This is an optimization exercise on Yosys and OpenROAD, whose aim is small area, a short achievable clock period and few clock cycles per item, not a production implementation. Function was checked by simulation only, so behaviour that the tests miss may differ from the original. No activity file was given, so power comes from the tool's default toggle rates.

==> inputs of build 85 <==
==> flow/design.v (excerpt) <==
module rsdp_tag (
   input          clk,
   input          rst,
   input          start,
   input          csel,
   input          ssel,
   input  [237:0] b,
   input  [237:0] a,
   input  [135:0] y,
   input  [135:0] x,
   input  [6:0]   e,
   output         ready,
   output         done,
   output [6:0]   u
);
   reg [2:0] vld;
   assign ready = 1'b1;
   assign done  = vld[2];
   tag core (
      .clk(clk), .csel(csel), .ssel(ssel),
      .b(b), .a(a), .y(y), .x(x), .e(e), .u(u)
   );
   always @(posedge clk) begin
      if (rst)
         vld <= 3'd0;
      else
         vld <= {vld[1:0], start};
   end
endmodule
clock: 8.0 ns
lec_check: 0
cap_margin: 20
core_margin: 2
core_utilization: 35
slew_margin: 20
synth_hierarchical: 1
synth_minimum_keep_size: 0
standard.sh (not shown) runs the stock make flow with config.mk's settings and CLKGATE_MAP_FILE= SYNTH_SCRIPT=/design/flow/synth_recipe.tcl, a recipe that flattens the netlist after the stock synthesis.
==> flow/flow/run.sh <==
#!/bin/bash
# Standard ORFS layout (the standard.sh, unchanged synthesis), except:
# - the port buffers that global placement inserts are buf_1 cells instead of
#   the default delay buffers (every input and output port still gets one);
# - clock tree synthesis uses clkbuf_8 leaf buffers, clusters of up to 16
#   sinks and no dummy loads, which makes a smaller clock tree.
set -euo pipefail
export SETUP_SLACK_MARGIN=5.4
export BUFFER_PORTS_ARGS="-buffer_cell sky130_fd_sc_hd__buf_1"
export CTS_ARGS="-sink_clustering_enable -repair_clock_nets -dont_use_dummy_load -buf_list {sky130_fd_sc_hd__clkbuf_8} -sink_clustering_size 16 -sink_clustering_max_diameter 100"
bash standard.sh > orfs_make.log 2>&1
==> trial 64 (differences from build 85) <==
--- a/flow/flow/run.sh
+++ b/flow/flow/run.sh
@@ -5,7 +5,6 @@
 # - clock tree synthesis uses clkbuf_8 leaf buffers, clusters of up to 16
 #   sinks and no dummy loads, which makes a smaller clock tree.
 set -euo pipefail
-export SETUP_SLACK_MARGIN=5.4
 export BUFFER_PORTS_ARGS="-buffer_cell sky130_fd_sc_hd__buf_1"
 export CTS_ARGS="-sink_clustering_enable -repair_clock_nets -dont_use_dummy_load -buf_list {sky130_fd_sc_hd__clkbuf_8} -sink_clustering_size 16 -sink_clustering_max_diameter 100"
 bash standard.sh > orfs_make.log 2>&1
CORE_AREA = 2 2 378 148   (was not set)
CORE_MARGIN = not set   (was 2)
CORE_UTILIZATION = not set   (was 35)
DIE_AREA = 0 0 380 150   (was not set)
SETUP_SLACK_MARGIN = 5   (was not set)
==> build 20 (differences from build 85) <==
==> flow/flow/run.sh (replaced) <==
#!/bin/bash
# Standard ORFS layout (the standard.sh, unchanged synthesis), except:
# - the port buffers that global placement inserts are buf_1 cells instead of
#   the default delay buffers (every input and output port still gets one);
# - clock tree synthesis uses clkbuf_8 leaf buffers, clusters of up to 24
#   sinks and no dummy loads, which makes a smaller clock tree.
set -euo pipefail
export BUFFER_PORTS_ARGS="-buffer_cell sky130_fd_sc_hd__buf_1"
export CTS_ARGS="-sink_clustering_enable -repair_clock_nets -dont_use_dummy_load -buf_list {sky130_fd_sc_hd__clkbuf_8} -sink_clustering_size 24 -sink_clustering_max_diameter 50"
bash standard.sh > orfs_make.log 2>&1
SETUP_SLACK_MARGIN = 5   (was not set)
==> results.yml <==
sta:
  slew_headroom_pct: 61.6
finish:
  final-seq-area_sq_mm: 0.00599
  area_growth_pct: 52.1
route:
  drt-met1-wl_mm: 40.9
pwr:
  p_sw_share_pct: 45.7
  vdd_drop_max_uv: 821
outcome:
  outcome: "complete, no violations"
grt:
  globalRouteMet2Util_pct: 44.1
  grt_start_max_net_pins: 24
clocking:
  path_clk_slew_ps: 90
-- figures above: build 85

==> results.yml <==
outcome:
  outcome: "complete, no violations"
finish:
  final-seq-area_sq_mm: 0.00597
clocking:
  path_clk_slew_ps: 90
grt:
  grt_start_max_net_pins: 61
  globalRouteMet2Util_pct: 38.8
sta:
  slew_headroom_pct: 58.8
route:
  drt-met1-wl_mm: 37.0
pwr:
  vdd_drop_max_uv: 811
-- figures above: build 20

==> results.yml <==
finish:
  area_growth_pct: 16.9
  final-seq-area_sq_mm: 0.00598
route:
  drt-met1-wl_mm: 33.1
grt:
  grt_start_max_net_pins: 72
  globalRouteMet2Util_pct: 35.4
pwr:
  p_sw_share_pct: 47.3
sta:
  slew_headroom_pct: 55.2
outcome:
  outcome: "complete, no violations"
-- figures above: trial 64

Testbench counts of build 85, summed over its fixed seeds: cycles 536, tags 512.
Testbench counts of trial 64, summed over its fixed seeds: cycles 536, tags 512.
Testbench counts of build 20, summed over its fixed seeds: cycles 536, tags 512.

---

==> run a <==
rsdp_tag, a different RTL version from the one above (not shown whole).
export LEC_CHECK = 0
export CAP_MARGIN = 20
export CORE_MARGIN = 2
export CORE_UTILIZATION = 35
export SETUP_SLACK_MARGIN = 4.85
export SLEW_MARGIN = 20
export SYNTH_HIERARCHICAL = 1
export SYNTH_MINIMUM_KEEP_SIZE = 0
create_clock -name core_clock -period 8.0 [get_ports {clk}]
==> flow/flow/run.sh <==
#!/bin/bash
# Standard ORFS layout (the standard.sh, unchanged synthesis), except:
# - the port buffers that global placement inserts are buf_1 cells instead of
#   the default delay buffers (every input and output port still gets one);
# - clock tree synthesis uses clkbuf_8 leaf buffers, clusters of up to 16
#   sinks and no dummy loads, which makes a smaller clock tree.
set -euo pipefail
export BUFFER_PORTS_ARGS="-buffer_cell sky130_fd_sc_hd__buf_1"
export CTS_ARGS="-sink_clustering_enable -repair_clock_nets -dont_use_dummy_load -buf_list {sky130_fd_sc_hd__clkbuf_8} -sink_clustering_size 16 -sink_clustering_max_diameter 100"
bash standard.sh > orfs_make.log 2>&1
==> run b (differences from run a) <==
Settings changed: CORE_UTILIZATION 35 to 39, GPL_ROUTABILITY_DRIVEN set to 0.
==> run c (differences from run a) <==
Settings changed: SETUP_SLACK_MARGIN 4.85 to 4.4.
==> run d (differences from run a) <==
Settings changed: CAP_MARGIN 20 to 0, SETUP_SLACK_MARGIN 4.85 to 4.7, SLEW_MARGIN 20 to 0.
==> impl_metrics.tcl <==
set metrics [dict create \
    nNonClkBuffers 776 \
    p_seq_frac 0.171 \
    layout.nets 3845 \
    crit_cells 8 \
    status "timing/DRC/antenna clean" \
    grt_max_degree 101 \
    syn2layout_area_growth_pct 20.0 \
]
The numbers above come from run c.

==> impl_metrics.tcl <==
set metrics [dict create \
    crit_cells 7 \
    syn2layout_area_growth_pct 22.5 \
    nNonClkBuffers 781 \
    status "timing/DRC/antenna clean" \
    grt_max_degree 118 \
]
The numbers above come from run b.

==> impl_metrics.tcl <==
set metrics [dict create \
    syn2layout_area_growth_pct 26.7 \
    crit_cells 7 \
    p_seq_frac 0.154 \
    io_buffer_count 767 \
    nNonClkBuffers 786 \
    status "timing/DRC/antenna clean" \
    layout.nets 3856 \
    grt_max_degree 99 \
]
The numbers above come from run a.

==> impl_metrics.tcl <==
set metrics [dict create \
    crit_cells 8 \
    p_seq_frac 0.165 \
    status "timing/DRC/antenna clean" \
    layout.nets 3852 \
]
The numbers above come from run d.

Testbench counts of run a, summed over its fixed seeds: cycles 536, tags 512.
Testbench counts of run b, summed over its fixed seeds: cycles 536, tags 512.
Testbench counts of run c, summed over its fixed seeds: cycles 536, tags 512.
Testbench counts of run d, summed over its fixed seeds: cycles 536, tags 512.

---

==> inputs of job 7092 <==
Starting RTL as in the previous note.
// rsdp_tag
module rsdp_tag (
   input          clk,
   input          rst,
   input          start,
   input          csel,
   input          ssel,
   input  [237:0] b,
   input  [237:0] a,
   input  [135:0] y,
   input  [135:0] x,
   input  [6:0]   e,
   output         ready,
   output         done,
   output [6:0]   u
);
   reg [2:0] vld;
   assign ready = 1'b1;
   assign done  = vld[2];
   tag core (
      .clk(clk), .csel(csel), .ssel(ssel),
      .b(b), .a(a), .y(y), .x(x), .e(e), .u(u)
   );
   always @(posedge clk) begin
      if (rst)
         vld <= 3'd0;
      else
         vld <= {vld[1:0], start};
   end
endmodule
export LEC_CHECK = 0
export CAP_MARGIN = 20
export CORE_MARGIN = 2
export CORE_UTILIZATION = 35
export SETUP_SLACK_MARGIN = 5
export SLEW_MARGIN = 20
export SYNTH_HIERARCHICAL = 1
export SYNTH_MINIMUM_KEEP_SIZE = 0
create_clock -name core_clock -period 8.0 [get_ports {clk}]
Scripts as last shown in full above: flow/flow/run.sh
==> job 5639 (differences from job 7092) <==
--- a/flow/config.mk
+++ b/flow/config.mk
@@ -8,7 +8,8 @@
 export CAP_MARGIN = 20
 export CORE_MARGIN = 2
 export CORE_UTILIZATION = 35
-export SETUP_SLACK_MARGIN = 5
+export GPL_ROUTABILITY_DRIVEN = 0
+export SETUP_SLACK_MARGIN = 4.7
 export SLEW_MARGIN = 20
 export SYNTH_HIERARCHICAL = 1
 export SYNTH_MINIMUM_KEEP_SIZE = 0
==> job 5364 (differences from job 7092) <==
--- a/flow/config.mk
+++ b/flow/config.mk
@@ -8,7 +8,8 @@
 export CAP_MARGIN = 20
 export CORE_MARGIN = 2
 export CORE_UTILIZATION = 35
-export SETUP_SLACK_MARGIN = 5
+export GPL_ROUTABILITY_DRIVEN = 0
+export SETUP_SLACK_MARGIN = 4.95
 export SLEW_MARGIN = 20
 export SYNTH_HIERARCHICAL = 1
 export SYNTH_MINIMUM_KEEP_SIZE = 0
==> job 5738 (differences from job 7092) <==
--- a/flow/config.mk
+++ b/flow/config.mk
@@ -6,8 +6,8 @@
 export NUM_CORES = 4
 export LEC_CHECK = 0
 export CAP_MARGIN = 20
-export CORE_MARGIN = 2
-export CORE_UTILIZATION = 35
+export CORE_AREA = 2 2 358 148
+export DIE_AREA = 0 0 360 150
 export SETUP_SLACK_MARGIN = 5
 export SLEW_MARGIN = 20
 export SYNTH_HIERARCHICAL = 1
==> notes <==
Register-to-register slack, lowest first: job 5738, job 5639, job 5364, job 7092.
Sequential power is about the same in job 7092 and job 5364.
Sequential share of layout area: job 5738 is higher than job 7092 (0.66 points).
Of job 5738 and job 5639, job 5639 has the higher die area (gap 11%, measured against job 5639).
In synthesized cell count, job 7092 and job 5639 do not differ.
In job 7092 the via count is higher than in job 5639, by 2.0%.
Area after synthesis is the same in job 5639 and job 5364.
Between job 5639 and job 7092, the lower final cell count is in job 5639 (gap 1.5%, measured against job 7092).
Testbench counts of job 7092, summed over its fixed seeds: cycles 536, tags 512.
Testbench counts of job 5639, summed over its fixed seeds: cycles 536, tags 512.
Testbench counts of job 5364, summed over its fixed seeds: cycles 536, tags 512.
Testbench counts of job 5738, summed over its fixed seeds: cycles 536, tags 512.

[re-timing with driven ports]
No port has a modelled driver above. Below, the same layouts with a new extraction and two added sets of constraints. Step 1 sets driving cells, clkbuf_16 on the clock port and buf_2 on the other inputs (assumed; they add their load-dependent delay and slew). Step 2 also shifts input and output timing later by t, the mid clock arrival at the registers, as if the neighbouring blocks saw the same clock. Slacks: ideal ports / drivers / drivers and shift; pairs: ideal ports / drivers.
| run | t (ns) | setup slack, ns | latest minus earliest clock arrival (ns) | pins driven straight from the clock port |
|---|---|---|---|---|
| build 85 | 0.645 | 4.873 / 4.873 / 4.360 | 0.079 / 0.079 | 1 |
| trial 64 | 0.656 | 4.841 / 4.841 / 4.399 | 0.051 / 0.050 | 1 |
| build 20 | 0.623 | 4.887 / 4.887 / 4.394 | 0.070 / 0.070 | 1 |
| run a | 0.623 | 4.797 / 4.816 / 4.193 | 0.035 / 0.035 | 1 |
| run b | 0.623 | 4.748 / 4.751 / 4.128 | 0.025 / 0.025 | 1 |
| run c | 0.621 | 4.440 / 4.473 / 3.852 | 0.036 / 0.036 | 1 |
| run d | 0.623 | 4.751 / 4.786 / 4.163 | 0.036 / 0.036 | 1 |
| job 7092 | 0.629 | 4.922 / 4.892 / 4.263 | 0.037 / 0.037 | 1 |
| job 5639 | 0.627 | 4.757 / 4.781 / 4.154 | 0.047 / 0.047 | 1 |
| job 5364 | 0.633 | 4.869 / 4.889 / 4.256 | 0.048 / 0.048 | 1 |
| job 5738 | 0.619 | 4.747 / 4.747 / 4.377 | 0.057 / 0.058 | 1 |
After both steps every run listed still meets setup and hold. The setup slack of job 7092, which loses most, moves by -0.030 ns with the drivers and by -0.659 ns with both steps.
